This design comes from an exercise in tuning for small area and a short achievable clock period on the open sky130 flow, not from production work. Where RTL was checked, it was by simulation tests only, not by an equivalence proof against the original. Function not checked in run 2: the RTL went through the layout flow alone. The clock port is modelled as an ideal driver; clocking choices that lean on that would not hold on a real chip. Power is estimated from default activity; no workload was simulated.

## flow/design.v (module list and top-level ports; edited modules follow where they fit)
// module FP32Mul_fa: 4 lines
// module FP32Mul_x3: 3 lines
// module FP32Mul_mj: 3 lines
// module FP32Mul_ha: 4 lines
// module FP32Mul_bsel: 3 lines
// module FP32Mul_add: 221 lines
// module FP32Mul_shr: 122 lines
// module FP32Mul_lzc: 60 lines
// module FP32Multi: 1426 lines
module FP32Multi
(
    input         clk,
    input         input_valid,
    input [31:0]  x1,
    input [31:0]  x2,
    output [31:0] y,
    output reg    out_valid
);
  // ...
==> flow/flow/run.sh <==
#!/bin/bash
# Layout flow: the standard ORFS flow (standard.sh) unchanged except for
#  - synthesis: the same script, but ABC maps with flow/abc.script (area
#    oriented, no ABC-side buffering or sizing; OpenROAD sizes the gates
#    after placement);
#  - flow/env.sh: extra ORFS settings (port buffers are buf_1 cells);
set -euo pipefail
HERE=$(pwd)
ABC_D=${ABC_D:-$(cat flow/abc_d.txt 2>/dev/null || echo 3300)}
{
  cat <<'EOT'
proc abc {args} {
  set new {}
  set skip 0
  foreach a $args {
    if {$skip} { set skip 0; continue }
    if {$a eq "-script"} { lappend new -script $::env(MY_ABC_SCRIPT); set skip 1; continue }
    if {$a eq "-D"} { lappend new -D $::env(MY_ABC_D); set skip 1; continue }
    lappend new $a
  }
  puts "flow abc: $new"
  yosys abc {*}$new
}
EOT
  cat synth_recipe.tcl
} > my_synth.tcl
# optional extra ORFS settings
[ -f flow/env.sh ] && source flow/env.sh
export MY_ABC_SCRIPT=$HERE/flow/abc.script
export MY_ABC_D=$ABC_D
sed "s#SYNTH_SCRIPT=[^ ]*#SYNTH_SCRIPT=$HERE/my_synth.tcl#" standard.sh > my_standard.sh
# 1. standard flow up to clock tree synthesis
bash my_standard.sh cts > flow_make.log 2>&1
# 2. useful clock skew between the register banks (see flow/skew.tcl)
R=$HERE/orfs/results/sky130hd/FP32Multi/base
SKEW_IN=$R/4_cts.odb SKEW_OUT=$R/4_cts.odb openroad -no_init -exit flow/skew.tcl > skew.log 2>&1
touch $R/4_cts.odb
bash my_standard.sh > flow_make2.log 2>&1
==> flow/flow/abc.script <==
&get -n
&st
&dch
&nf -R 1000
&put
topo
stime -c
==> flow/flow/env.sh <==
export BUFFER_PORTS_ARGS="-buffer_cell sky130_fd_sc_hd__buf_1"
==> flow/flow/skew.tcl <==
# Useful clock skew between the pipeline banks, applied after clock tree
# synthesis:
#  - the first bank (r1) gets its own two-level branch from the clock port
#    (a second root buffer), so it clocks earlier than the others: this moves
#    time from the input paths (which have slack) to the r1 -> r2 paths;
#  - the third bank (r3) gets one more buffer level, so it clocks later:
#    this moves time from the r3 -> r4 paths (which have slack) to the
#    r2 -> r3 paths.
set in_odb  $::env(SKEW_IN)
set out_odb $::env(SKEW_OUT)
set group_max [expr {[info exists ::env(SKEW_GROUP)] ? $::env(SKEW_GROUP) : 14}]
set bufname [expr {[info exists ::env(SKEW_BUF)] ? $::env(SKEW_BUF) : "sky130_fd_sc_hd__clkbuf_16"}]
set latebuf [expr {[info exists ::env(SKEW_LATEBUF)] ? $::env(SKEW_LATEBUF) : "sky130_fd_sc_hd__clkbuf_4"}]
read_db $in_odb
set db [ord::get_db]
set block [ord::get_db_block]
set clknet [[$block findBTerm clk] getNet]
set rootmaster [$db findMaster "sky130_fd_sc_hd__clkbuf_16"]
set master [$db findMaster $bufname]
set pat {^(m1_1|one_1|two_1|neg_1|top_1|es_1|lz_1|inf_1|zero_1|s_1|v_1)(\\?\[|\$)}
set flops {}
foreach inst [$block getInsts] {
  set n [$inst getName]
  if {[regexp $pat $n] && [string match "sky130_fd_sc_hd__df*" [[$inst getMaster] getName]]} {
    lappend flops $inst
  }
}
puts "SKEW: [llength $flops] r1 registers"
# recursive bisection into groups of at most group_max
proc split_groups {insts maxn} {
  if {[llength $insts] <= $maxn} { return [list $insts] }
  set xs {}; set ys {}
  foreach i $insts { lassign [$i getLocation] x y; lappend xs $x; lappend ys $y }
  set dx [expr {[tcl::mathfunc::max {*}$xs] - [tcl::mathfunc::min {*}$xs]}]
  set dy [expr {[tcl::mathfunc::max {*}$ys] - [tcl::mathfunc::min {*}$ys]}]
  set idx [expr {$dx >= $dy ? 0 : 1}]
  set sorted [lsort -command [list cmp_loc $idx] $insts]
  set h [expr {[llength $sorted] / 2}]
  return [concat [split_groups [lrange $sorted 0 [expr {$h-1}]] $maxn] [split_groups [lrange $sorted $h end] $maxn]]
}
proc cmp_loc {idx a b} {
  set va [lindex [$a getLocation] $idx]; set vb [lindex [$b getLocation] $idx]
  return [expr {$va < $vb ? -1 : ($va > $vb ? 1 : 0)}]
}
# a second root buffer on the clock port, near the r1 registers, drives
# their branch buffers (the port then drives two cells)
set sx 0; set sy 0
foreach i $flops { lassign [$i getLocation] x y; set sx [expr {$sx + $x}]; set sy [expr {$sy + $y}] }
set root [odb::dbInst_create $block $rootmaster "skewroot"]
$root setLocation [expr {int($sx / [llength $flops])}] [expr {int($sy / [llength $flops])}]
$root setPlacementStatus PLACED
set rootnet [odb::dbNet_create $block "skewrootnet"]
$rootnet setSigType CLOCK
[$root findITerm A] connect $clknet
[$root findITerm X] connect $rootnet
set k 0
foreach g [split_groups $flops $group_max] {
  set sx 0; set sy 0
  foreach i $g { lassign [$i getLocation] x y; set sx [expr {$sx + $x}]; set sy [expr {$sy + $y}] }
  set cx [expr {int($sx / [llength $g])}]; set cy [expr {int($sy / [llength $g])}]
  set buf [odb::dbInst_create $block $master "skewbuf_$k"]
  $buf setLocation $cx $cy
  $buf setPlacementStatus PLACED
  set net [odb::dbNet_create $block "skewnet_$k"]
  $net setSigType CLOCK
  [$buf findITerm A] connect $rootnet
  [$buf findITerm X] connect $net
  foreach i $g {
    set it [$i findITerm CLK]
    $it disconnect
    $it connect $net
  }
  incr k
}
puts "SKEW: $k branch buffers"
set latepat {^(w8_3|shl_3|ex_3|big_3|s_3|v_3)(\\?\[|\$)}
set late {}
foreach inst [$block getInsts] {
  set n [$inst getName]
  if {[regexp $latepat $n] && [string match "sky130_fd_sc_hd__df*" [[$inst getMaster] getName]]} {
    lappend late $inst
  }
}
puts "SKEW: [llength $late] r3 registers"
set bynet [dict create]
foreach i $late {
  set net [[$i findITerm CLK] getNet]
  dict lappend bynet [$net getName] $i
}
set lmaster [$db findMaster $latebuf]
set k 0
dict for {netname insts} $bynet {
  set leafnet [$block findNet $netname]
  foreach g [split_groups $insts $group_max] {
    set sx 0; set sy 0
    foreach i $g { lassign [$i getLocation] x y; set sx [expr {$sx + $x}]; set sy [expr {$sy + $y}] }
    set cx [expr {int($sx / [llength $g])}]; set cy [expr {int($sy / [llength $g])}]
    set buf [odb::dbInst_create $block $lmaster "skewlate_$k"]
    $buf setLocation $cx $cy
    $buf setPlacementStatus PLACED
    set net [odb::dbNet_create $block "skewlatenet_$k"]
    $net setSigType CLOCK
    [$buf findITerm A] connect $leafnet
    [$buf findITerm X] connect $net
    foreach i $g {
      set it [$i findITerm CLK]
      $it disconnect
      $it connect $net
    }
    incr k
  }
}
puts "SKEW: $k late buffers"

# clock buffers left without sinks are removed
set changed 1
while {$changed} {
  set changed 0
  foreach inst [$block getInsts] {
    set m [[$inst getMaster] getName]
    if {[string match "sky130_fd_sc_hd__clkbuf_*" $m] && ![string match "skewbuf_*" [$inst getName]]} {
      set x [$inst findITerm X]
      set n [$x getNet]
      if {$n ne "NULL" && [llength [$n getITerms]] == 1 && [llength [$n getBTerms]] == 0} {
        puts "SKEW: removing idle [$inst getName]"
        [$inst findITerm A] disconnect
        $x disconnect
        odb::dbInst_destroy $inst
        odb::dbNet_destroy $n
        set changed 1
        break
      }
    }
  }
}
detailed_placement
check_placement -verbose
write_db $out_odb
==> flow/standard.sh <==
#!/bin/bash
# synth_recipe.tcl (not shown) runs the flow's synth.tcl, then flattens the netlist and writes it again
# the make line also repeats each setting of config.mk as NAME=value (left out here)
make -C /OpenROAD-flow-scripts/flow DESIGN_CONFIG=/design/flow/config.mk WORK_HOME=/design/flow/orfs CLKGATE_MAP_FILE= SYNTH_SCRIPT=/design/flow/synth_recipe.tcl "${@:-finish}"
==> flow/config.mk <==
export PLATFORM = sky130hd
export DESIGN_NAME = FP32Multi
export DESIGN_NICKNAME = FP32Multi
export VERILOG_FILES = /design/flow/design.v
export SDC_FILE = /design/flow/constraint.sdc
export NUM_CORES = 4
export LEC_CHECK = 0
export CAP_MARGIN = 20
export CORE_MARGIN = 2
export CORE_UTILIZATION = 60
export CTS_CLUSTER_DIAMETER = 100
export CTS_CLUSTER_SIZE = 30
export PLACE_DENSITY = 0.72
export SETUP_SLACK_MARGIN = 5
export SLEW_MARGIN = 20
export SYNTH_HIERARCHICAL = 1
export TNS_END_PERCENT = 0
==> flow/constraint.sdc <==
create_clock -name core_clock -period 8.5 [get_ports {clk}]
set_input_delay 1.7000 -clock core_clock [delete_from_list [all_inputs] [get_ports {clk}]]
set_output_delay 1.7000 -clock core_clock [all_outputs]
set_load 0.01 [all_outputs]
==> impl_results.md, run 1 <==
- Worst-margin pin slew: 1.13 ns
- Clk pwr: 1.03 mW
- Synth Area per Inst: 10.3 um2
- Critical Path Source: two_1[3]$_DFF_P_
- Layout cells sized above 1: 5.36%
- Post-DP HPWL: 45600 um
- Compound-Gate Fraction of Synth Area: 15.4%
- Mux cell area share after synthesis: 5.29%
- Mapped Nets: 2623
- P_seq: 2.13 mW
- Reg clk slew, reported paths: 0.09 ns
- Core area: 37500 um2
- GR peak layer: met2
- GP Congestion: 0.915
- CTS Sinks: 266
- Clk cell area share: 1.62%
- VDD IR max: 0.000253 V
- Antenna Cells: 0
- Max-slew violation count: 0
- FMAX: 287 MHz
- Yosys top cell area share: 23.5%
- Cts repair resizes: 34
- XOR/XNOR share of the synthesized area: 17.1%
- Final std cells w/o fill: 2897
- CP Capture Type: flop
- Fillers: 3072
- RR Startpoint: two_1[3]$_DFF_P_
- Clock root buffer: clkbuf_16
- Top pwr grp: combinational cells
- CTS Hold Bufs: 0
- Inverters: 85
- Tot GR Track Use: 34.0%
- Grt ovf: 0
- Status: timing/DRC/antenna clean
- # clk buffers: 13
- Number of distinct library cells after synthesis: 47
- Die width: 198 um
- Clk latency of the worst-skew pair: 0.69 ns
- FF-to-FF End: sb_2[23]$_DFF_P_
==> inputs of run 2 (changes only) <==
--- a/flow/design.v
+++ b/flow/design.v
@@ -1270,171 +1270,241 @@
     FP32Mul_mj u_c452 (.a(p137), .b(p336), .c(p161), .co(c452));
     wire s453 = ~p337;
     wire c454 = p337;
     wire s455, c456;
     FP32Mul_ha u_s455 (.a(p163), .b(p11), .s(s455), .co(c456));
     wire s457, c458;
     FP32Mul_ha u_s457 (.a(p12), .b(p39), .s(s457), .co(c458));
     wire s459, c460;
-    FP32Mul_fa u_s459 (.a(p190), .b(p13), .c(p40), .s(s459), .co(c460));
+    FP32Mul_x3 u_s459 (.a(p190), .b(p13), .c(p40), .s(s459));
+    FP32Mul_mj u_c460 (.a(p190), .b(p13), .c(p40), .co(c460));
     wire s461, c462;
     FP32Mul_ha u_s461 (.a(p65), .b(p90), .s(s461), .co(c462));
     wire s463, c464;
-    FP32Mul_fa u_s463 (.a(p14), .b(p41), .c(p66), .s(s463), .co(c464));
+    FP32Mul_x3 u_s463 (.a(p14), .b(p41), .c(p66), .s(s463));
+    FP32Mul_mj u_c464 (.a(p14), .b(p41), .c(p66), .co(c464));
     wire s465, c466;
     FP32Mul_ha u_s465 (.a(p91), .b(p116), .s(s465), .co(c466));
     wire s467, c468;
-    FP32Mul_fa u_s467 (.a(p217), .b(p15), .c(p42), .s(s467), .co(c468));
+    FP32Mul_x3 u_s467 (.a(p217), .b(p15), .c(p42), .s(s467));
+    FP32Mul_mj u_c468 (.a(p217), .b(p15), .c(p42), .co(c468));
     wire s469, c470;
-    FP32Mul_fa u_s469 (.a(p67), .b(p92), .c(p117), .s(s469), .co(c470));
+    FP32Mul_x3 u_s469 (.a(p67), .b(p92), .c(p117), .s(s469));
+    FP32Mul_mj u_c470 (.a(p67), .b(p92), .c(p117), .co(c470));
     wire s471, c472;
     FP32Mul_ha u_s471 (.a(p142), .b(p167), .s(s471), .co(c472));
     wire s473, c474;
-    FP32Mul_fa u_s473 (.a(p16), .b(p43), .c(p68), .s(s473), .co(c474));
+    FP32Mul_x3 u_s473 (.a(p16), .b(p43), .c(p68), .s(s473));
+    FP32Mul_mj u_c474 (.a(p16), .b(p43), .c(p68), .co(c474));
     wire s475, c476;
-    FP32Mul_fa u_s475 (.a(p93), .b(p118), .c(p143), .s(s475), .co(c476));
+    FP32Mul_x3 u_s475 (.a(p93), .b(p118), .c(p143), .s(s475));
+    FP32Mul_mj u_c476 (.a(p93), .b(p118), .c(p143), .co(c476));
     wire s477, c478;
     FP32Mul_ha u_s477 (.a(p168), .b(p193), .s(s477), .co(c478));
     wire s479, c480;
-    FP32Mul_fa u_s479 (.a(p44), .b(p69), .c(p94), .s(s479), .co(c480));
+    FP32Mul_x3 u_s479 (.a(p44), .b(p69), .c(p94), .s(s479));
+    FP32Mul_mj u_c480 (.a(p44), .b(p69), .c(p94), .co(c480));
     wire s481, c482;
-    FP32Mul_fa u_s481 (.a(p119), .b(p144), .c(p169), .s(s481), .co(c482));
+    FP32Mul_x3 u_s481 (.a(p119), .b(p144), .c(p169), .s(s481));
+    FP32Mul_mj u_c482 (.a(p119), .b(p144), .c(p169), .co(c482));
     wire s483, c484;
-    FP32Mul_fa u_s483 (.a(p194), .b(p219), .c(s351), .s(s483), .co(c484));
+    FP32Mul_x3 u_s483 (.a(p194), .b(p219), .c(s351), .s(s483));
+    FP32Mul_mj u_c484 (.a(p194), .b(p219), .c(s351), .co(c484));
     wire s485, c486;
-    FP32Mul_fa u_s485 (.a(p70), .b(p95), .c(p120), .s(s485), .co(c486));
+    FP32Mul_x3 u_s485 (.a(p70), .b(p95), .c(p120), .s(s485));
+    FP32Mul_mj u_c486 (.a(p70), .b(p95), .c(p120), .co(c486));
     wire s487, c488;
-    FP32Mul_fa u_s487 (.a(p145), .b(p170), .c(p195), .s(s487), .co(c488));
+    FP32Mul_x3 u_s487 (.a(p145), .b(p170), .c(p195), .s(s487));
+    FP32Mul_mj u_c488 (.a(p145), .b(p170), .c(p195), .co(c488));
     wire s489, c490;
-    FP32Mul_fa u_s489 (.a(p220), .b(c352), .c(s353), .s(s489), .co(c490));
+    FP32Mul_x3 u_s489 (.a(p220), .b(c352), .c(s353), .s(s489));
+    FP32Mul_mj u_c490 (.a(p220), .b(c352), .c(s353), .co(c490));
     wire s491, c492;
-    FP32Mul_fa u_s491 (.a(p121), .b(p146), .c(p171), .s(s491), .co(c492));
+    FP32Mul_x3 u_s491 (.a(p121), .b(p146), .c(p171), .s(s491));
+    FP32Mul_mj u_c492 (.a(p121), .b(p146), .c(p171), .co(c492));
     wire s493, c494;
-    FP32Mul_fa u_s493 (.a(p196), .b(p221), .c(p246), .s(s493), .co(c494));
+    FP32Mul_x3 u_s493 (.a(p196), .b(p221), .c(p246), .s(s493));
+    FP32Mul_mj u_c494 (.a(p196), .b(p221), .c(p246), .co(c494));
     wire s495, c496;
-    FP32Mul_fa u_s495 (.a(c354), .b(s357), .c(s355), .s(s495), .co(c496));
+    FP32Mul_x3 u_s495 (.a(c354), .b(s357), .c(s355), .s(s495));
+    FP32Mul_mj u_c496 (.a(c354), .b(s357), .c(s355), .co(c496));
     wire s497, c498;
-    FP32Mul_fa u_s497 (.a(p147), .b(p172), .c(p197), .s(s497), .co(c498));
+    FP32Mul_x3 u_s497 (.a(p147), .b(p172), .c(p197), .s(s497));
+    FP32Mul_mj u_c498 (.a(p147), .b(p172), .c(p197), .co(c498));
     wire s499, c500;
-    FP32Mul_fa u_s499 (.a(p222), .b(p247), .c(c358), .s(s499), .co(c500));
+    FP32Mul_x3 u_s499 (.a(p222), .b(p247), .c(c358), .s(s499));
+    FP32Mul_mj u_c500 (.a(p222), .b(p247), .c(c358), .co(c500));
     wire s501, c502;
-    FP32Mul_fa u_s501 (.a(s361), .b(c356), .c(s359), .s(s501), .co(c502));
+    FP32Mul_x3 u_s501 (.a(s361), .b(c356), .c(s359), .s(s501));
+    FP32Mul_mj u_c502 (.a(s361), .b(c356), .c(s359), .co(c502));
     wire s503, c504;
-    FP32Mul_fa u_s503 (.a(p198), .b(p223), .c(p248), .s(s503), .co(c504));
+    FP32Mul_x3 u_s503 (.a(p198), .b(p223), .c(p248), .s(s503));
+    FP32Mul_mj u_c504 (.a(p198), .b(p223), .c(p248), .co(c504));
     wire s505, c506;
-    FP32Mul_fa u_s505 (.a(p273), .b(c362), .c(s367), .s(s505), .co(c506));
+    FP32Mul_x3 u_s505 (.a(p273), .b(c362), .c(s367), .s(s505));
+    FP32Mul_mj u_c506 (.a(p273), .b(c362), .c(s367), .co(c506));
     wire s507, c508;
-    FP32Mul_fa u_s507 (.a(c360), .b(s363), .c(s365), .s(s507), .co(c508));
+    FP32Mul_x3 u_s507 (.a(c360), .b(s363), .c(s365), .s(s507));
+    FP32Mul_mj u_c508 (.a(c360), .b(s363), .c(s365), .co(c508));
     wire s509, c510;
-    FP32Mul_fa u_s509 (.a(p224), .b(p249), .c(p274), .s(s509), .co(c510));
+    FP32Mul_x3 u_s509 (.a(p224), .b(p249), .c(p274), .s(s509));
+    FP32Mul_mj u_c510 (.a(p224), .b(p249), .c(p274), .co(c510));
     wire s511, c512;
-    FP32Mul_fa u_s511 (.a(c368), .b(s373), .c(c364), .s(s511), .co(c512));
+    FP32Mul_x3 u_s511 (.a(c368), .b(s373), .c(c364), .s(s511));
+    FP32Mul_mj u_c512 (.a(c368), .b(s373), .c(c364), .co(c512));
     wire s513, c514;
-    FP32Mul_fa u_s513 (.a(c366), .b(s369), .c(s371), .s(s513), .co(c514));
+    FP32Mul_x3 u_s513 (.a(c366), .b(s369), .c(s371), .s(s513));
+    FP32Mul_mj u_c514 (.a(c366), .b(s369), .c(s371), .co(c514));
     wire s515, c516;
-    FP32Mul_fa u_s515 (.a(p275), .b(p300), .c(c374), .s(s515), .co(c516));
+    FP32Mul_x3 u_s515 (.a(p275), .b(p300), .c(c374), .s(s515));
+    FP32Mul_mj u_c516 (.a(p275), .b(p300), .c(c374), .co(c516));
     wire s517, c518;
-    FP32Mul_fa u_s517 (.a(s381), .b(c370), .c(c372), .s(s517), .co(c518));
+    FP32Mul_x3 u_s517 (.a(s381), .b(c370), .c(c372), .s(s517));
+    FP32Mul_mj u_c518 (.a(s381), .b(c370), .c(c372), .co(c518));
     wire s519, c520;
-    FP32Mul_fa u_s519 (.a(s375), .b(s377), .c(s379), .s(s519), .co(c520));
+    FP32Mul_x3 u_s519 (.a(s375), .b(s377), .c(s379), .s(s519));
+    FP32Mul_mj u_c520 (.a(s375), .b(s377), .c(s379), .co(c520));
     wire s521, c522;
-    FP32Mul_fa u_s521 (.a(p301), .b(c382), .c(s389), .s(s521), .co(c522));
+    FP32Mul_x3 u_s521 (.a(p301), .b(c382), .c(s389), .s(s521));
+    FP32Mul_mj u_c522 (.a(p301), .b(c382), .c(s389), .co(c522));
     wire s523, c524;
-    FP32Mul_fa u_s523 (.a(c376), .b(c378), .c(c380), .s(s523), .co(c524));
+    FP32Mul_x3 u_s523 (.a(c376), .b(c378), .c(c380), .s(s523));
+    FP32Mul_mj u_c524 (.a(c376), .b(c378), .c(c380), .co(c524));
     wire s525, c526;
-    FP32Mul_fa u_s525 (.a(s383), .b(s385), .c(s387), .s(s525), .co(c526));
+    FP32Mul_x3 u_s525 (.a(s383), .b(s385), .c(s387), .s(s525));
+    FP32Mul_mj u_c526 (.a(s383), .b(s385), .c(s387), .co(c526));
     wire s527, c528;
-    FP32Mul_fa u_s527 (.a(p302), .b(c390), .c(c384), .s(s527), .co(c528));
+    FP32Mul_x3 u_s527 (.a(p302), .b(c390), .c(c384), .s(s527));
+    FP32Mul_mj u_c528 (.a(p302), .b(c390), .c(c384), .co(c528));
     wire s529, c530;
-    FP32Mul_fa u_s529 (.a(c386), .b(c388), .c(s391), .s(s529), .co(c530));
+    FP32Mul_x3 u_s529 (.a(c386), .b(c388), .c(s391), .s(s529));
+    FP32Mul_mj u_c530 (.a(c386), .b(c388), .c(s391), .co(c530));
     wire s531, c532;
-    FP32Mul_fa u_s531 (.a(s393), .b(s395), .c(s397), .s(s531), .co(c532));
+    FP32Mul_x3 u_s531 (.a(s393), .b(s395), .c(s397), .s(s531));
+    FP32Mul_mj u_c532 (.a(s393), .b(s395), .c(s397), .co(c532));
     wire s533, c534;
-    FP32Mul_fa u_s533 (.a(p303), .b(s399), .c(c392), .s(s533), .co(c534));
+    FP32Mul_x3 u_s533 (.a(p303), .b(s399), .c(c392), .s(s533));
+    FP32Mul_mj u_c534 (.a(p303), .b(s399), .c(c392), .co(c534));
     wire s535, c536;
-    FP32Mul_fa u_s535 (.a(c394), .b(c396), .c(c398), .s(s535), .co(c536));
+    FP32Mul_x3 u_s535 (.a(c394), .b(c396), .c(c398), .s(s535));
+    FP32Mul_mj u_c536 (.a(c394), .b(c396), .c(c398), .co(c536));
     wire s537, c538;
-    FP32Mul_fa u_s537 (.a(s401), .b(s403), .c(s405), .s(s537), .co(c538));
+    FP32Mul_x3 u_s537 (.a(s401), .b(s403), .c(s405), .s(s537));
+    FP32Mul_mj u_c538 (.a(s401), .b(s403), .c(s405), .co(c538));
     wire s539, c540;
-    FP32Mul_fa u_s539 (.a(p304), .b(s407), .c(c400), .s(s539), .co(c540));
+    FP32Mul_x3 u_s539 (.a(p304), .b(s407), .c(c400), .s(s539));
+    FP32Mul_mj u_c540 (.a(p304), .b(s407), .c(c400), .co(c540));
     wire s541, c542;
-    FP32Mul_fa u_s541 (.a(c402), .b(c404), .c(c406), .s(s541), .co(c542));
+    FP32Mul_x3 u_s541 (.a(c402), .b(c404), .c(c406), .s(s541));
+    FP32Mul_mj u_c542 (.a(c402), .b(c404), .c(c406), .co(c542));
     wire s543, c544;
-    FP32Mul_fa u_s543 (.a(s409), .b(s411), .c(s413), .s(s543), .co(c544));
+    FP32Mul_x3 u_s543 (.a(s409), .b(s411), .c(s413), .s(s543));
+    FP32Mul_mj u_c544 (.a(s409), .b(s411), .c(s413), .co(c544));
     wire s545, c546;
-    FP32Mul_fa u_s545 (.a(p305), .b(s415), .c(c408), .s(s545), .co(c546));
+    FP32Mul_x3 u_s545 (.a(p305), .b(s415), .c(c408), .s(s545));
+    FP32Mul_mj u_c546 (.a(p305), .b(s415), .c(c408), .co(c546));
     wire s547, c548;
-    FP32Mul_fa u_s547 (.a(c410), .b(c412), .c(c414), .s(s547), .co(c548));
+    FP32Mul_x3 u_s547 (.a(c410), .b(c412), .c(c414), .s(s547));
+    FP32Mul_mj u_c548 (.a(c410), .b(c412), .c(c414), .co(c548));
     wire s549, c550;
-    FP32Mul_fa u_s549 (.a(s417), .b(s419), .c(s421), .s(s549), .co(c550));
+    FP32Mul_x3 u_s549 (.a(s417), .b(s419), .c(s421), .s(s549));
+    FP32Mul_mj u_c550 (.a(s417), .b(s419), .c(s421), .co(c550));
     wire s551, c552;
-    FP32Mul_fa u_s551 (.a(p306), .b(c416), .c(s423), .s(s551), .co(c552));
+    FP32Mul_x3 u_s551 (.a(p306), .b(c416), .c(s423), .s(s551));
+    FP32Mul_mj u_c552 (.a(p306), .b(c416), .c(s423), .co(c552));
     wire s553, c554;
-    FP32Mul_fa u_s553 (.a(s429), .b(c418), .c(c420), .s(s553), .co(c554));
+    FP32Mul_x3 u_s553 (.a(s429), .b(c418), .c(c420), .s(s553));
+    FP32Mul_mj u_c554 (.a(s429), .b(c418), .c(c420), .co(c554));
     wire s555, c556;
-    FP32Mul_fa u_s555 (.a(c422), .b(s425), .c(s427), .s(s555), .co(c556));
+    FP32Mul_x3 u_s555 (.a(c422), .b(s425), .c(s427), .s(s555));
+    FP32Mul_mj u_c556 (.a(c422), .b(s425), .c(s427), .co(c556));
     wire s557, c558;
-    FP32Mul_fa u_s557 (.a(p282), .b(p307), .c(s431), .s(s557), .co(c558));
+    FP32Mul_x3 u_s557 (.a(p282), .b(p307), .c(s431), .s(s557));
+    FP32Mul_mj u_c558 (.a(p282), .b(p307), .c(s431), .co(c558));
     wire s559, c560;
-    FP32Mul_fa u_s559 (.a(c424), .b(c430), .c(c426), .s(s559), .co(c560));
+    FP32Mul_x3 u_s559 (.a(c424), .b(c430), .c(c426), .s(s559));
+    FP32Mul_mj u_c560 (.a(c424), .b(c430), .c(c426), .co(c560));
     wire s561, c562;
-    FP32Mul_fa u_s561 (.a(c428), .b(s433), .c(s435), .s(s561), .co(c562));
+    FP32Mul_x3 u_s561 (.a(c428), .b(s433), .c(s435), .s(s561));
+    FP32Mul_mj u_c562 (.a(c428), .b(s433), .c(s435), .co(c562));
     wire s563, c564;
-    FP32Mul_fa u_s563 (.a(p258), .b(p283), .c(p308), .s(s563), .co(c564));
+    FP32Mul_x3 u_s563 (.a(p258), .b(p283), .c(p308), .s(s563));
+    FP32Mul_mj u_c564 (.a(p258), .b(p283), .c(p308), .co(c564));
     wire s565, c566;
-    FP32Mul_fa u_s565 (.a(s437), .b(s441), .c(c432), .s(s565), .co(c566));
+    FP32Mul_x3 u_s565 (.a(s437), .b(s441), .c(c432), .s(s565));
+    FP32Mul_mj u_c566 (.a(s437), .b(s441), .c(c432), .co(c566));
     wire s567, c568;
-    FP32Mul_fa u_s567 (.a(c434), .b(c436), .c(s439), .s(s567), .co(c568));
+    FP32Mul_x3 u_s567 (.a(c434), .b(c436), .c(s439), .s(s567));
+    FP32Mul_mj u_c568 (.a(c434), .b(c436), .c(s439), .co(c568));
     wire s569, c570;
-    FP32Mul_fa u_s569 (.a(p234), .b(p259), .c(p284), .s(s569), .co(c570));
+    FP32Mul_x3 u_s569 (.a(p234), .b(p259), .c(p284), .s(s569));
+    FP32Mul_mj u_c570 (.a(p234), .b(p259), .c(p284), .co(c570));
     wire s571, c572;
-    FP32Mul_fa u_s571 (.a(p309), .b(s443), .c(c438), .s(s571), .co(c572));
+    FP32Mul_x3 u_s571 (.a(p309), .b(s443), .c(c438), .s(s571));
+    FP32Mul_mj u_c572 (.a(p309), .b(s443), .c(c438), .co(c572));
     wire s573, c574;
-    FP32Mul_fa u_s573 (.a(c442), .b(c440), .c(s445), .s(s573), .co(c574));
+    FP32Mul_x3 u_s573 (.a(c442), .b(c440), .c(s445), .s(s573));
+    FP32Mul_mj u_c574 (.a(c442), .b(c440), .c(s445), .co(c574));
     wire s575, c576;
-    FP32Mul_fa u_s575 (.a(p210), .b(p235), .c(p260), .s(s575), .co(c576));
+    FP32Mul_x3 u_s575 (.a(p210), .b(p235), .c(p260), .s(s575));
+    FP32Mul_mj u_c576 (.a(p210), .b(p235), .c(p260), .co(c576));
     wire s577, c578;
-    FP32Mul_fa u_s577 (.a(p285), .b(p310), .c(s447), .s(s577), .co(c578));
+    FP32Mul_x3 u_s577 (.a(p285), .b(p310), .c(s447), .s(s577));
+    FP32Mul_mj u_c578 (.a(p285), .b(p310), .c(s447), .co(c578));
     wire s579, c580;
-    FP32Mul_fa u_s579 (.a(s449), .b(c444), .c(c446), .s(s579), .co(c580));
+    FP32Mul_x3 u_s579 (.a(s449), .b(c444), .c(c446), .s(s579));
+    FP32Mul_mj u_c580 (.a(s449), .b(c444), .c(c446), .co(c580));
     wire s581, c582;
-    FP32Mul_fa u_s581 (.a(p186), .b(p211), .c(p236), .s(s581), .co(c582));
+    FP32Mul_x3 u_s581 (.a(p186), .b(p211), .c(p236), .s(s581));
+    FP32Mul_mj u_c582 (.a(p186), .b(p211), .c(p236), .co(c582));
     wire s583, c584;
-    FP32Mul_fa u_s583 (.a(p261), .b(p286), .c(p311), .s(s583), .co(c584));
+    FP32Mul_x3 u_s583 (.a(p261), .b(p286), .c(p311), .s(s583));
+    FP32Mul_mj u_c584 (.a(p261), .b(p286), .c(p311), .co(c584));
     wire s585, c586;
-    FP32Mul_fa u_s585 (.a(s451), .b(c448), .c(c450), .s(s585), .co(c586));
+    FP32Mul_x3 u_s585 (.a(s451), .b(c448), .c(c450), .s(s585));
+    FP32Mul_mj u_c586 (.a(s451), .b(c448), .c(c450), .co(c586));
     wire s587, c588;
-    FP32Mul_fa u_s587 (.a(p162), .b(p187), .c(p212), .s(s587), .co(c588));
+    FP32Mul_x3 u_s587 (.a(p162), .b(p187), .c(p212), .s(s587));
+    FP32Mul_mj u_c588 (.a(p162), .b(p187), .c(p212), .co(c588));
     wire s589, c590;
-    FP32Mul_fa u_s589 (.a(p237), .b(p262), .c(p287), .s(s589), .co(c590));
+    FP32Mul_x3 u_s589 (.a(p237), .b(p262), .c(p287), .s(s589));
+    FP32Mul_mj u_c590 (.a(p237), .b(p262), .c(p287), .co(c590));
     wire s591, c592;
-    FP32Mul_fa u_s591 (.a(p312), .b(s453), .c(c452), .s(s591), .co(c592));
+    FP32Mul_x3 u_s591 (.a(p312), .b(s453), .c(c452), .s(s591));
+    FP32Mul_mj u_c592 (.a(p312), .b(s453), .c(c452), .co(c592));
     wire s593, c594;
-    FP32Mul_fa u_s593 (.a(p164), .b(p338), .c(p188), .s(s593), .co(c594));
+    FP32Mul_x3 u_s593 (.a(p164), .b(p338), .c(p188), .s(s593));
+    FP32Mul_mj u_c594 (.a(p164), .b(p338), .c(p188), .co(c594));
     wire s595, c596;
-    FP32Mul_fa u_s595 (.a(p213), .b(p238), .c(p263), .s(s595), .co(c596));
+    FP32Mul_x3 u_s595 (.a(p213), .b(p238), .c(p263), .s(s595));
+    FP32Mul_mj u_c596 (.a(p213), .b(p238), .c(p263), .co(c596));
     wire s597, c598;
-    FP32Mul_fa u_s597 (.a(p288), .b(p313), .c(c454), .s(s597), .co(c598));
+    FP32Mul_x3 u_s597 (.a(p288), .b(p313), .c(c454), .s(s597));
+    FP32Mul_mj u_c598 (.a(p288), .b(p313), .c(c454), .co(c598));
     wire s599 = ~(p339 ^ p189);
     wire c600 = p339 | p189;
     wire s601, c602;
-    FP32Mul_fa u_s601 (.a(p214), .b(p239), .c(p264), .s(s601), .co(c602));
+    FP32Mul_x3 u_s601 (.a(p214), .b(p239), .c(p264), .s(s601));
+    FP32Mul_mj u_c602 (.a(p214), .b(p239), .c(p264), .co(c602));
     wire s603, c604;
     FP32Mul_ha u_s603 (.a(p289), .b(p314), .s(s603), .co(c604));
     wire s605, c606;
-    FP32Mul_fa u_s605 (.a(p191), .b(p340), .c(p215), .s(s605), .co(c606));
+    FP32Mul_x3 u_s605 (.a(p191), .b(p340), .c(p215), .s(s605));
+    FP32Mul_mj u_c606 (.a(p191), .b(p340), .c(p215), .co(c606));
     wire s607, c608;
-    FP32Mul_fa u_s607 (.a(p240), .b(p265), .c(p290), .s(s607), .co(c608));
+    FP32Mul_x3 u_s607 (.a(p240), .b(p265), .c(p290), .s(s607));
+    FP32Mul_mj u_c608 (.a(p240), .b(p265), .c(p290), .co(c608));
     wire s609 = ~(p341 ^ p216);
     wire c610 = p341 | p216;
     wire s611, c612;
     FP32Mul_ha u_s611 (.a(p241), .b(p266), .s(s611), .co(c612));
     wire s613, c614;
-    FP32Mul_fa u_s613 (.a(p218), .b(p342), .c(p242), .s(s613), .co(c614));
+    FP32Mul_x3 u_s613 (.a(p218), .b(p342), .c(p242), .s(s613));
+    FP32Mul_mj u_c614 (.a(p218), .b(p342), .c(p242), .co(c614));
     wire s615 = ~p343;
     wire c616 = p343;
     wire s617, c618;
     FP32Mul_ha u_s617 (.a(p109), .b(p7), .s(s617), .co(c618));
     wire s619, c620;
     FP32Mul_ha u_s619 (.a(p8), .b(p35), .s(s619), .co(c620));
     wire s621, c622;
     FP32Mul_fa u_s621 (.a(p136), .b(p9), .c(p36), .s(s621), .co(c622));
@@ -1470,105 +1540,105 @@
     FP32Mul_fa u_s651 (.a(c470), .b(s473), .c(s475), .s(s651), .co(c652));
     wire s653, c654;
     FP32Mul_fa u_s653 (.a(c478), .b(c474), .c(c476), .s(s653), .co(c654));
     wire s655, c656;
     FP32Mul_fa u_s655 (.a(s479), .b(s481), .c(s483), .s(s655), .co(c656));
     wire s657, c658;
     FP32Mul_fa u_s657 (.a(c480), .b(c482), .c(s485), .s(s657), .co(c658));
     wire s659, c660;
-    FP32Mul_fa u_s659 (.a(s487), .b(c484), .c(s489), .s(s659), .co(c660));
+    FP32Mul_fa u_s659 (.a(s487), .b(s489), .c(c484), .s(s659), .co(c660));
     wire s661, c662;
     FP32Mul_fa u_s661 (.a(c486), .b(c488), .c(s491), .s(s661), .co(c662));
     wire s663, c664;
     FP32Mul_fa u_s663 (.a(s493), .b(c490), .c(s495), .s(s663), .co(c664));
     wire s665, c666;
     FP32Mul_fa u_s665 (.a(c492), .b(c494), .c(s497), .s(s665), .co(c666));
     wire s667, c668;
     FP32Mul_fa u_s667 (.a(s499), .b(c496), .c(s501), .s(s667), .co(c668));
     wire s669, c670;
     FP32Mul_fa u_s669 (.a(c498), .b(s503), .c(c500), .s(s669), .co(c670));
     wire s671, c672;
-    FP32Mul_fa u_s671 (.a(c502), .b(s505), .c(s507), .s(s671), .co(c672));
+    FP32Mul_fa u_s671 (.a(s505), .b(c502), .c(s507), .s(s671), .co(c672));
     wire s673, c674;
     FP32Mul_fa u_s673 (.a(c504), .b(s509), .c(c506), .s(s673), .co(c674));
     wire s675, c676;
-    FP32Mul_fa u_s675 (.a(c508), .b(s511), .c(s513), .s(s675), .co(c676));
+    FP32Mul_fa u_s675 (.a(s511), .b(c508), .c(s513), .s(s675), .co(c676));
     wire s677, c678;
     FP32Mul_fa u_s677 (.a(c510), .b(s515), .c(c512), .s(s677), .co(c678));
     wire s679, c680;
     FP32Mul_fa u_s679 (.a(c514), .b(s517), .c(s519), .s(s679), .co(c680));
     wire s681, c682;
-    FP32Mul_fa u_s681 (.a(c516), .b(c518), .c(c520), .s(s681), .co(c682));
+    FP32Mul_fa u_s681 (.a(c516), .b(s521), .c(c518), .s(s681), .co(c682));
     wire s683, c684;
-    FP32Mul_fa u_s683 (.a(s521), .b(s523), .c(s525), .s(s683), .co(c684));
+    FP32Mul_fa u_s683 (.a(c520), .b(s523), .c(s525), .s(s683), .co(c684));
     wire s685, c686;
-    FP32Mul_fa u_s685 (.a(c522), .b(c524), .c(c526), .s(s685), .co(c686));
+    FP32Mul_fa u_s685 (.a(s527), .b(c522), .c(c524), .s(s685), .co(c686));
     wire s687, c688;
-    FP32Mul_fa u_s687 (.a(s527), .b(s529), .c(s531), .s(s687), .co(c688));
+    FP32Mul_fa u_s687 (.a(c526), .b(s529), .c(s531), .s(s687), .co(c688));
     wire s689, c690;
-    FP32Mul_fa u_s689 (.a(c528), .b(c530), .c(c532), .s(s689), .co(c690));
+    FP32Mul_fa u_s689 (.a(s533), .b(c528), .c(c530), .s(s689), .co(c690));
     wire s691, c692;
-    FP32Mul_fa u_s691 (.a(s533), .b(s535), .c(s537), .s(s691), .co(c692));
+    FP32Mul_fa u_s691 (.a(c532), .b(s535), .c(s537), .s(s691), .co(c692));
     wire s693, c694;
-    FP32Mul_fa u_s693 (.a(c534), .b(c536), .c(c538), .s(s693), .co(c694));
+    FP32Mul_fa u_s693 (.a(s539), .b(c534), .c(c536), .s(s693), .co(c694));
     wire s695, c696;
-    FP32Mul_fa u_s695 (.a(s539), .b(s541), .c(s543), .s(s695), .co(c696));
+    FP32Mul_fa u_s695 (.a(c538), .b(s541), .c(s543), .s(s695), .co(c696));
     wire s697, c698;
-    FP32Mul_fa u_s697 (.a(c540), .b(c542), .c(c544), .s(s697), .co(c698));
+    FP32Mul_fa u_s697 (.a(s545), .b(c540), .c(c542), .s(s697), .co(c698));
     wire s699, c700;
-    FP32Mul_fa u_s699 (.a(s545), .b(s547), .c(s549), .s(s699), .co(c700));
+    FP32Mul_fa u_s699 (.a(c544), .b(s547), .c(s549), .s(s699), .co(c700));
     wire s701, c702;
-    FP32Mul_fa u_s701 (.a(c546), .b(s551), .c(c548), .s(s701), .co(c702));
+    FP32Mul_fa u_s701 (.a(s551), .b(c546), .c(c548), .s(s701), .co(c702));
     wire s703, c704;
     FP32Mul_fa u_s703 (.a(c550), .b(s553), .c(s555), .s(s703), .co(c704));
     wire s705, c706;
-    FP32Mul_fa u_s705 (.a(c552), .b(s557), .c(c554), .s(s705), .co(c706));
+    FP32Mul_fa u_s705 (.a(s557), .b(s559), .c(c552), .s(s705), .co(c706));
     wire s707, c708;
-    FP32Mul_fa u_s707 (.a(c556), .b(s559), .c(s561), .s(s707), .co(c708));
+    FP32Mul_fa u_s707 (.a(c554), .b(c556), .c(s561), .s(s707), .co(c708));
     wire s709, c710;
-    FP32Mul_fa u_s709 (.a(s563), .b(c558), .c(c560), .s(s709), .co(c710));
+    FP32Mul_fa u_s709 (.a(s563), .b(c558), .c(s565), .s(s709), .co(c710));
     wire s711, c712;
-    FP32Mul_fa u_s711 (.a(c562), .b(s565), .c(s567), .s(s711), .co(c712));
+    FP32Mul_fa u_s711 (.a(c560), .b(c562), .c(s567), .s(s711), .co(c712));
     wire s713, c714;
     FP32Mul_fa u_s713 (.a(c564), .b(s569), .c(s571), .s(s713), .co(c714));
     wire s715, c716;
     FP32Mul_fa u_s715 (.a(c566), .b(c568), .c(s573), .s(s715), .co(c716));
     wire s717, c718;
-    FP32Mul_fa u_s717 (.a(c570), .b(s575), .c(c572), .s(s717), .co(c718));
+    FP32Mul_fa u_s717 (.a(c570), .b(s575), .c(s577), .s(s717), .co(c718));
     wire s719, c720;
-    FP32Mul_fa u_s719 (.a(c574), .b(s577), .c(s579), .s(s719), .co(c720));
+    FP32Mul_fa u_s719 (.a(c572), .b(c574), .c(s579), .s(s719), .co(c720));
     wire s721, c722;
     FP32Mul_fa u_s721 (.a(c576), .b(s581), .c(s583), .s(s721), .co(c722));
     wire s723, c724;
-    FP32Mul_fa u_s723 (.a(c578), .b(s585), .c(c580), .s(s723), .co(c724));
+    FP32Mul_fa u_s723 (.a(s585), .b(c578), .c(c580), .s(s723), .co(c724));
     wire s725, c726;
     FP32Mul_fa u_s725 (.a(c582), .b(c584), .c(s587), .s(s725), .co(c726));
     wire s727, c728;
-    FP32Mul_fa u_s727 (.a(s589), .b(c586), .c(s591), .s(s727), .co(c728));
+    FP32Mul_fa u_s727 (.a(s589), .b(s591), .c(c586), .s(s727), .co(c728));
     wire s729, c730;
-    FP32Mul_fa u_s729 (.a(c588), .b(c590), .c(s593), .s(s729), .co(c730));
+    FP32Mul_fa u_s729 (.a(s593), .b(c588), .c(c590), .s(s729), .co(c730));
     wire s731, c732;
     FP32Mul_fa u_s731 (.a(s595), .b(s597), .c(c592), .s(s731), .co(c732));
     wire s733, c734;
     FP32Mul_fa u_s733 (.a(s599), .b(s603), .c(c594), .s(s733), .co(c734));
     wire s735, c736;
     FP32Mul_fa u_s735 (.a(c596), .b(c598), .c(s601), .s(s735), .co(c736));
     wire s737, c738;
-    FP32Mul_fa u_s737 (.a(p315), .b(c600), .c(c604), .s(s737), .co(c738));
+    FP32Mul_fa u_s737 (.a(p315), .b(s605), .c(c600), .s(s737), .co(c738));
     wire s739, c740;
-    FP32Mul_fa u_s739 (.a(c602), .b(s605), .c(s607), .s(s739), .co(c740));
+    FP32Mul_fa u_s739 (.a(c604), .b(c602), .c(s607), .s(s739), .co(c740));
     wire s741, c742;
     FP32Mul_fa u_s741 (.a(p291), .b(p316), .c(s609), .s(s741), .co(c742));
     wire s743, c744;
     FP32Mul_fa u_s743 (.a(s611), .b(c606), .c(c608), .s(s743), .co(c744));
     wire s745, c746;
     FP32Mul_fa u_s745 (.a(p267), .b(p292), .c(p317), .s(s745), .co(c746));
     wire s747, c748;
-    FP32Mul_fa u_s747 (.a(c610), .b(c612), .c(s613), .s(s747), .co(c748));
+    FP32Mul_fa u_s747 (.a(s613), .b(c610), .c(c612), .s(s747), .co(c748));
     wire s749, c750;
     FP32Mul_fa u_s749 (.a(p243), .b(p268), .c(p293), .s(s749), .co(c750));
     wire s751, c752;
     FP32Mul_fa u_s751 (.a(p318), .b(s615), .c(c614), .s(s751), .co(c752));
     wire s753, c754;
     FP32Mul_fa u_s753 (.a(p245), .b(p344), .c(p269), .s(s753), .co(c754));
     wire s755, c756;
     FP32Mul_fa u_s755 (.a(p294), .b(p319), .c(c616), .s(s755), .co(c756));
@@ -1596,67 +1666,67 @@
     FP32Mul_fa u_s777 (.a(c628), .b(c626), .c(s629), .s(s777), .co(c778));
     wire s779, c780;
     FP32Mul_fa u_s779 (.a(c630), .b(s633), .c(c632), .s(s779), .co(c780));
     wire s781, c782;
     FP32Mul_fa u_s781 (.a(c634), .b(s637), .c(c636), .s(s781), .co(c782));
     wire s783, c784;
     FP32Mul_fa u_s783 (.a(c638), .b(s641), .c(c640), .s(s783), .co(c784));
     wire s785, c786;
-    FP32Mul_fa u_s785 (.a(c642), .b(s645), .c(c644), .s(s785), .co(c786));
+    FP32Mul_fa u_s785 (.a(c642), .b(c644), .c(s645), .s(s785), .co(c786));
     wire s787, c788;
-    FP32Mul_fa u_s787 (.a(c646), .b(s649), .c(c648), .s(s787), .co(c788));
+    FP32Mul_fa u_s787 (.a(c646), .b(c648), .c(s649), .s(s787), .co(c788));
     wire s789, c790;
     FP32Mul_fa u_s789 (.a(c650), .b(c652), .c(s653), .s(s789), .co(c790));
     wire s791, c792;
     FP32Mul_fa u_s791 (.a(c654), .b(s657), .c(c656), .s(s791), .co(c792));
     wire s793, c794;
     FP32Mul_fa u_s793 (.a(c658), .b(s661), .c(c660), .s(s793), .co(c794));
     wire s795, c796;
     FP32Mul_fa u_s795 (.a(c662), .b(s665), .c(c664), .s(s795), .co(c796));
     wire s797, c798;
     FP32Mul_fa u_s797 (.a(c666), .b(s669), .c(c668), .s(s797), .co(c798));
     wire s799, c800;
-    FP32Mul_fa u_s799 (.a(c670), .b(s673), .c(c672), .s(s799), .co(c800));
+    FP32Mul_fa u_s799 (.a(c670), .b(c672), .c(s673), .s(s799), .co(c800));
     wire s801, c802;
-    FP32Mul_fa u_s801 (.a(c674), .b(s677), .c(c676), .s(s801), .co(c802));
+    FP32Mul_fa u_s801 (.a(c674), .b(c676), .c(s677), .s(s801), .co(c802));
     wire s803, c804;
     FP32Mul_fa u_s803 (.a(c678), .b(c680), .c(s681), .s(s803), .co(c804));
     wire s805, c806;
     FP32Mul_fa u_s805 (.a(c682), .b(c684), .c(s685), .s(s805), .co(c806));
     wire s807, c808;
     FP32Mul_fa u_s807 (.a(c686), .b(c688), .c(s689), .s(s807), .co(c808));
     wire s809, c810;
     FP32Mul_fa u_s809 (.a(c690), .b(c692), .c(s693), .s(s809), .co(c810));
     wire s811, c812;
     FP32Mul_fa u_s811 (.a(c694), .b(c696), .c(s697), .s(s811), .co(c812));
     wire s813, c814;
-    FP32Mul_fa u_s813 (.a(c698), .b(s701), .c(c700), .s(s813), .co(c814));
+    FP32Mul_fa u_s813 (.a(c698), .b(c700), .c(s701), .s(s813), .co(c814));
     wire s815, c816;
     FP32Mul_fa u_s815 (.a(c702), .b(s705), .c(c704), .s(s815), .co(c816));
     wire s817, c818;
-    FP32Mul_fa u_s817 (.a(c706), .b(s709), .c(c708), .s(s817), .co(c818));
+    FP32Mul_fa u_s817 (.a(c706), .b(c708), .c(s709), .s(s817), .co(c818));
     wire s819, c820;
-    FP32Mul_fa u_s819 (.a(c710), .b(s713), .c(c712), .s(s819), .co(c820));
+    FP32Mul_fa u_s819 (.a(s713), .b(c710), .c(c712), .s(s819), .co(c820));
     wire s821, c822;
     FP32Mul_fa u_s821 (.a(c714), .b(s717), .c(c716), .s(s821), .co(c822));
     wire s823, c824;
     FP32Mul_fa u_s823 (.a(c718), .b(s721), .c(c720), .s(s823), .co(c824));
     wire s825, c826;
-    FP32Mul_fa u_s825 (.a(c722), .b(s725), .c(c724), .s(s825), .co(c826));
+    FP32Mul_fa u_s825 (.a(c722), .b(s725), .c(s727), .s(s825), .co(c826));
     wire s827, c828;
     FP32Mul_fa u_s827 (.a(c726), .b(s729), .c(c728), .s(s827), .co(c828));
     wire s829, c830;
     FP32Mul_fa u_s829 (.a(c730), .b(s733), .c(s735), .s(s829), .co(c830));
     wire s831, c832;
-    FP32Mul_fa u_s831 (.a(c734), .b(s737), .c(c736), .s(s831), .co(c832));
+    FP32Mul_fa u_s831 (.a(s737), .b(c734), .c(c736), .s(s831), .co(c832));
     wire s833, c834;
-    FP32Mul_fa u_s833 (.a(c738), .b(s741), .c(c740), .s(s833), .co(c834));
+    FP32Mul_fa u_s833 (.a(c738), .b(c740), .c(s741), .s(s833), .co(c834));
     wire s835, c836;
-    FP32Mul_fa u_s835 (.a(s745), .b(c742), .c(c744), .s(s835), .co(c836));
+    FP32Mul_fa u_s835 (.a(s745), .b(c742), .c(s747), .s(s835), .co(c836));
     wire s837, c838;
     FP32Mul_fa u_s837 (.a(c746), .b(s749), .c(c748), .s(s837), .co(c838));
     wire s839, c840;
     FP32Mul_fa u_s839 (.a(c750), .b(s753), .c(s755), .s(s839), .co(c840));
     wire s841, c842;
     FP32Mul_fa u_s841 (.a(s757), .b(s759), .c(c754), .s(s841), .co(c842));
     wire s843, c844;
     FP32Mul_fa u_s843 (.a(p321), .b(c758), .c(c760), .s(s843), .co(c844));
@@ -1690,17 +1760,17 @@
     FP32Mul_fa u_s871 (.a(s639), .b(c780), .c(s781), .s(s871), .co(c872));
     wire s873, c874;
     FP32Mul_fa u_s873 (.a(s643), .b(c782), .c(s783), .s(s873), .co(c874));
     wire s875, c876;
     FP32Mul_fa u_s875 (.a(s647), .b(c784), .c(s785), .s(s875), .co(c876));
     wire s877, c878;
     FP32Mul_fa u_s877 (.a(s651), .b(c786), .c(s787), .s(s877), .co(c878));
     wire s879, c880;
-    FP32Mul_fa u_s879 (.a(c788), .b(s655), .c(s789), .s(s879), .co(c880));
+    FP32Mul_fa u_s879 (.a(s655), .b(c788), .c(s789), .s(s879), .co(c880));
     wire s881, c882;
     FP32Mul_fa u_s881 (.a(s659), .b(c790), .c(s791), .s(s881), .co(c882));
     wire s883, c884;
     FP32Mul_fa u_s883 (.a(s663), .b(c792), .c(s793), .s(s883), .co(c884));
     wire s885, c886;
     FP32Mul_fa u_s885 (.a(s667), .b(c794), .c(s795), .s(s885), .co(c886));
     wire s887, c888;
     FP32Mul_fa u_s887 (.a(s671), .b(c796), .c(s797), .s(s887), .co(c888));
@@ -1726,31 +1796,31 @@
     FP32Mul_fa u_s907 (.a(s711), .b(c816), .c(s817), .s(s907), .co(c908));
     wire s909, c910;
     FP32Mul_fa u_s909 (.a(s715), .b(c818), .c(s819), .s(s909), .co(c910));
     wire s911, c912;
     FP32Mul_fa u_s911 (.a(s719), .b(c820), .c(s821), .s(s911), .co(c912));
     wire s913, c914;
     FP32Mul_fa u_s913 (.a(s723), .b(c822), .c(s823), .s(s913), .co(c914));
     wire s915, c916;
-    FP32Mul_fa u_s915 (.a(s727), .b(c824), .c(s825), .s(s915), .co(c916));
+    FP32Mul_fa u_s915 (.a(c724), .b(c824), .c(s825), .s(s915), .co(c916));
     wire s917, c918;
     FP32Mul_fa u_s917 (.a(s731), .b(c826), .c(s827), .s(s917), .co(c918));
     wire s919, c920;
-    FP32Mul_fa u_s919 (.a(c732), .b(s829), .c(c828), .s(s919), .co(c920));
+    FP32Mul_fa u_s919 (.a(c732), .b(c828), .c(s829), .s(s919), .co(c920));
     wire s921, c922;
     FP32Mul_fa u_s921 (.a(s739), .b(c830), .c(s831), .s(s921), .co(c922));
     wire s923, c924;
     FP32Mul_fa u_s923 (.a(s743), .b(c832), .c(s833), .s(s923), .co(c924));
     wire s925, c926;
-    FP32Mul_fa u_s925 (.a(s747), .b(c834), .c(s835), .s(s925), .co(c926));
+    FP32Mul_fa u_s925 (.a(c744), .b(c834), .c(s835), .s(s925), .co(c926));
     wire s927, c928;
     FP32Mul_fa u_s927 (.a(s751), .b(c836), .c(s837), .s(s927), .co(c928));
     wire s929, c930;
-    FP32Mul_fa u_s929 (.a(c752), .b(s839), .c(c838), .s(s929), .co(c930));
+    FP32Mul_fa u_s929 (.a(c752), .b(c838), .c(s839), .s(s929), .co(c930));
     wire s931, c932;
     FP32Mul_fa u_s931 (.a(c756), .b(s841), .c(c840), .s(s931), .co(c932));
     wire s933, c934;
     FP32Mul_fa u_s933 (.a(s761), .b(c842), .c(s843), .s(s933), .co(c934));
     wire s935, c936;
     FP32Mul_fa u_s935 (.a(c762), .b(s845), .c(c844), .s(s935), .co(c936));
     wire s937, c938;
     FP32Mul_fa u_s937 (.a(c764), .b(c846), .c(s847), .s(s937), .co(c938));
==> flow/flow/run.sh (replaced) <==
#!/bin/bash
# Layout flow: the standard ORFS flow (standard.sh) unchanged except for
#  - synthesis: the same script, but ABC maps with flow/abc.script (area
#    oriented, no ABC-side buffering or sizing; OpenROAD sizes the gates
#    after placement);
#  - flow/env.sh: extra ORFS settings (port buffers are buf_1 cells).
# All tool output goes to flow_make.log and ORFS's own logs under orfs/logs.
set -euo pipefail
HERE=$(pwd)
ABC_D=${ABC_D:-$(cat flow/abc_d.txt 2>/dev/null || echo 3300)}
{
  cat <<'EOT'
proc abc {args} {
  set new {}
  set skip 0
  foreach a $args {
    if {$skip} { set skip 0; continue }
    if {$a eq "-script"} { lappend new -script $::env(MY_ABC_SCRIPT); set skip 1; continue }
    if {$a eq "-D"} { lappend new -D $::env(MY_ABC_D); set skip 1; continue }
    lappend new $a
  }
  puts "flow abc: $new"
  yosys abc {*}$new
}
EOT
  cat synth_recipe.tcl
} > my_synth.tcl
# optional extra ORFS settings
[ -f flow/env.sh ] && source flow/env.sh
export MY_ABC_SCRIPT=$HERE/flow/abc.script
export MY_ABC_D=$ABC_D
sed "s#SYNTH_SCRIPT=[^ ]*#SYNTH_SCRIPT=$HERE/my_synth.tcl#" standard.sh > my_standard.sh
bash my_standard.sh > flow_make.log 2>&1
removed: flow/flow/skew.tcl
==> run 2 against run 1 <==
  * Clock power fell by about 20%
  * Area after synthesis rose by 2.3%
  * Via count up 5.9%
  * Worst hold slack gained 0.21 ns
  * Total power increased by 3.5%
==> impl_results.md, run 2 <==
- Most frequent cells in the layout: xnor2_1, a22oi_1, dfxtp_1
- Sw Ratio: 47.0%
- Worst-margin pin slew: 1.04 ns (-0.0870 ns)
- Syn-to-layout area delta: 10.4%
- Ports: 99
- Synth Area per Inst: 9.91 um2 (-3.8%)
- Hold path start: v_3$_DFF_P_
- Largest net degree at the start of global routing: 66
- Vias/cell: 6.42
- Clk latency of the worst-skew pair: 0.53 ns (-0.16 ns)
- Die width: 201 um (+1.1%)
- Ys async rst share: 0%
- Mapped Nets: 2693 (+2.7%)
- VDD IR max: 0.000196 V (-23%)
- Worst slew margin: 30.5%
- Detailed Route Iter0 Violations: 2236
- Register bit total from synthesis: 266
- CTS H-tree depth: 1
- Design Power: 10.2 mW
- Row Count: 72
- WL final: 69400 um
- Routed Antenna Nets: 0
- CTS Buf Count: 14
- Area of the mapped netlist: 23200 um2
- Synth area leader: dfxtp_1
- Hold Fails Final Rpt: 0
- FF-to-FF End: sb_2[22]$_DFF_P_
- Biggest registers after layout: sa_2: 42 flops, sb_2: 42 flops
- RSZ-0062 raised after global routing: true
- Pwr/cell area: 397 nW/um2
- Vias in the first global route: 19400
- Yosys top cell area share: 22.9% (-0.53 points)
- CTS tree: yes
- Switching power total: 4.78 mW
- FMAX: 286 MHz (-0.48%)
- Combinational share of power: 71.5%
- CP Capture Type: flop
- Status: timing/DRC/antenna clean
- Reg clk slew, reported paths: 0.11 ns (+0.02 ns)
- Core area: 38400 um2 (+2.4%)
- Initial antenna violation count: 5
- WHS Path Cells: 0
- Worst Hold End: out_valid$_DFF_P_
- Worst reg2reg setup slack: 5.00 ns
- WS Path Type: flop to flop
- Tot GR Track Use: 33.4% (-0.63 points)
- DR vias: 19600
- Post-DP HPWL: 46600 um (+2.1%)
- Pleak: 9.25 nW
- Register share of total power: 20.4%
- Layout cells sized above 1: 5.68% (+0.32 points)
- # DRC: 0
- Hold crit path type: flop to flop
- Post-layout nets: 2877
- Clock root buffer: clkbuf_16
- Count of maximum capacitance violations: 0
- Critical Path RT: 8.90 ns
- Yosys Warn Count: 7
- GP Congestion: 0.929 (+1.6%)
- Setup-failing EPs final: 0
- Clk pwr share: 8.1%
- R2R depth: 9
- Top_reg_cell synth: dfxtp_1
- RR Startpoint: two_1[4]$_DFF_P_
- Die Span Y: 201 um
- Drt pass-1 iters: 6
- Top cells by area, synth: dfxtp_1, xnor2_1, fa_1
- Grt ovf: 0 (unchanged)
- Number of distinct library cells after synthesis: 47 (unchanged)
- Startpoint types: flop
- Synth top cells by count: xnor2_1, a22oi_1, dfxtp_1
- DR WL/cell: 22.7 um
- Int Power: 5.39 mW
- Register area share after synthesis: 22.9%
- Commonest non-fill, non-tap cell in the layout: xnor2_1
- Setup TNS: 0 ns
- Starting Density: 60.5%
- Max-slew violation count: 0 (unchanged)
- Clk_skew: 0.0332 ns
- Worst-path fanout max: 24
- Number of synthesized flops with an enable pin: 0
- PortBufs: 98
- Final min period: 3.50 ns
- Most common cell in the netlist: xnor2_1
- Cell count after synthesis: 2343
- Fin crit share: 41.2%
- Die ar.: 40300 um2
- Clock Tree Buf Depth: 3
- Critical Path AT: 3.90 ns
- CTS Sinks: 266 (unchanged)
- First-pass GRT wire length: 106000 um
[run 2: worst max-delay path, stage by stage (launching register included)]
cell and delay (ns):
dfxtp_1 0.32, buf_4 0.39, a22oi_1 0.17, xnor2_1 0.31, xnor2_1 0.17, xnor2_1 0.13, maj3_1 0.38, fa_1 0.53
fa_1 0.55, fa_1 0.40
[run 2: repair_timing]
| item | in CTS | in global routing |
|---|---|---|
| resized for setup | 14 | 74 |
| pin swaps | 2 | 11 |
| setup buffers | 0 | 11 |
| hold buffers | 0 | 0 |
| setup endpoints to repair | 90 | 89 |
[run 2: through the flow]
step           setup slack, ns  hold slack [ns]  area [um2]  std cells  utilization (%)
5_1_grt                   4.95            0.342       25600       3051             66.8
3_5_place_dp              4.63            0.312       24700       3018             64.3
3_3_place_gp              4.46            0.311       24700       3017             64.3
4_1_cts                   4.84            0.337       25200       3040             65.7
6_report                  5.00            0.336       25600       3054             66.8
2_1_floorplan             4.77            0.310       23200       2343                -
[run 2: metal layers]
metal / part of all wire [%] / up-vias / routed length [um] / track usage (%)
li1: - / 8731 / - / -
met1: 40 / 9425 / 27900 / 43.4
met2: 45 / 1212 / 31400 / 54.2
met3: 10 / 237 / 7260 / 7.81
met4: 4.0 / 4 / 2770 / 12.9
met5: 0.061 / - / 42 / 0
[run 2: cells by family (layout without fill, tap and decap cells)]
group                      count (synthesis)  after routing  synth area share [%]
and+or+nand+nor                          389            389                  8.28
AOI/OAI and AO/OA                        514            514                  15.0
muxes                                    114            114                  5.17
xor gates and xnor gates                 584            584                  22.0
buffers and inverters                     85            275                  1.37
other                                      0              3                     0
adders and majority gates                391            391                  25.2
DFF                                      266            266                  22.9
[run 2: final cells by class]
class	count	area [um2]
clock inverters	6	106
fillers	3164	12700
flip-flops and latches	266	5380
multi-input cells	1992	17700
repair buffers	168	1050
inverters	85	319
clock buffers	16	389
diodes	3	7.51
well taps	518	648
[run 2: power by group through the flow]
stage / Sequential, mW / Combinational [mW] / Clock (mW)
floorplan: 2.14 / 4.69 / 0
global placement: 2.09 / 6.59 / 0
detailed placement: 2.10 / 6.87 / 0
CTS: 2.07 / 6.93 / 0.841
global route: 2.11 / 7.91 / 0.879
finish: 2.07 / 7.27 / 0.823
[run 2: worst max path at each step]
stage                                 from                 end  slack [ns]  cells past startpoint
after floorplan           neg_1[3]$_DFF_P_    sb_2[26]$_DFF_P_        4.77                      8
after global placement     es_1[0]$_DFF_P_     sh_2[4]$_DFF_P_        4.46                     16
after detailed placement  neg_1[4]$_DFF_P_    sb_2[26]$_DFF_P_        4.63                      9
after CTS                  sa_2[8]$_DFF_P_     w8_3[4]$_DFF_P_        4.84                     15
after global routing       es_1[1]$_DFF_P_  ex_2[5]$_SDFF_PN0_        4.95                     16
final                     two_1[4]$_DFF_P_    sb_2[22]$_DFF_P_        5.00                      9
[run 2: modules after synthesis, one instance, submodules excluded, a selection]
| module | cells inside | copies in the design | flops+latches |
|---|---|---|---|
| FP32Multi | 840 | 1 | 266 |
| FP32Mul_lzc | 42 | 2 | 0 |
| FP32Mul_fa | 1 | 155 | 0 |
| FP32Mul_ha | 1 | 30 | 0 |
| FP32Mul_shr | 138 | 1 | 0 |
| FP32Mul_mj | 1 | 107 | 0 |
| FP32Mul_x3 | 2 | 107 | 0 |
| FP32Mul_bsel | 2 | 276 | 0 |

==> afterwards: timing with drivers on the ports <==
Ports are ideal in the flow. The routed layouts listed here were re-timed in OpenROAD. Step 1 assumes that a clkbuf_16 drives the clock port and a buf_2 every other input. Step 2, shift: input delay + t, output delay - t, t = (earliest + latest rising clock arrival at the registers) / 2. This alone moves slack from input paths to output paths. a / b / c = ideal ports / drivers / drivers and shift; a / b = the first two.
| run | shift t [ns] | setup slack, ns | worst setup path after step 2 | latest minus earliest clock arrival (ns) | worst register clock-pin slew, ns | worst slew at a driven data input, ns |
|---|---|---|---|---|---|---|
| run 1 | 0.579 | 5.019 / 5.018 / 4.671 | input to register | 0.356 / 0.357 | 0.11 / 0.11 | 0.06 |
| run 2 | 0.573 | 5.002 / 5.002 / 4.859 | input to register | 0.034 / 0.035 | 0.11 / 0.11 | 0.05 |
Clock arrivals are far apart in run 1, so t is only a midpoint there and step 2 fits no single register. For run 1, which loses most, drivers alone change the setup slack by -0.001 ns; drivers and shift together by -0.348 ns.
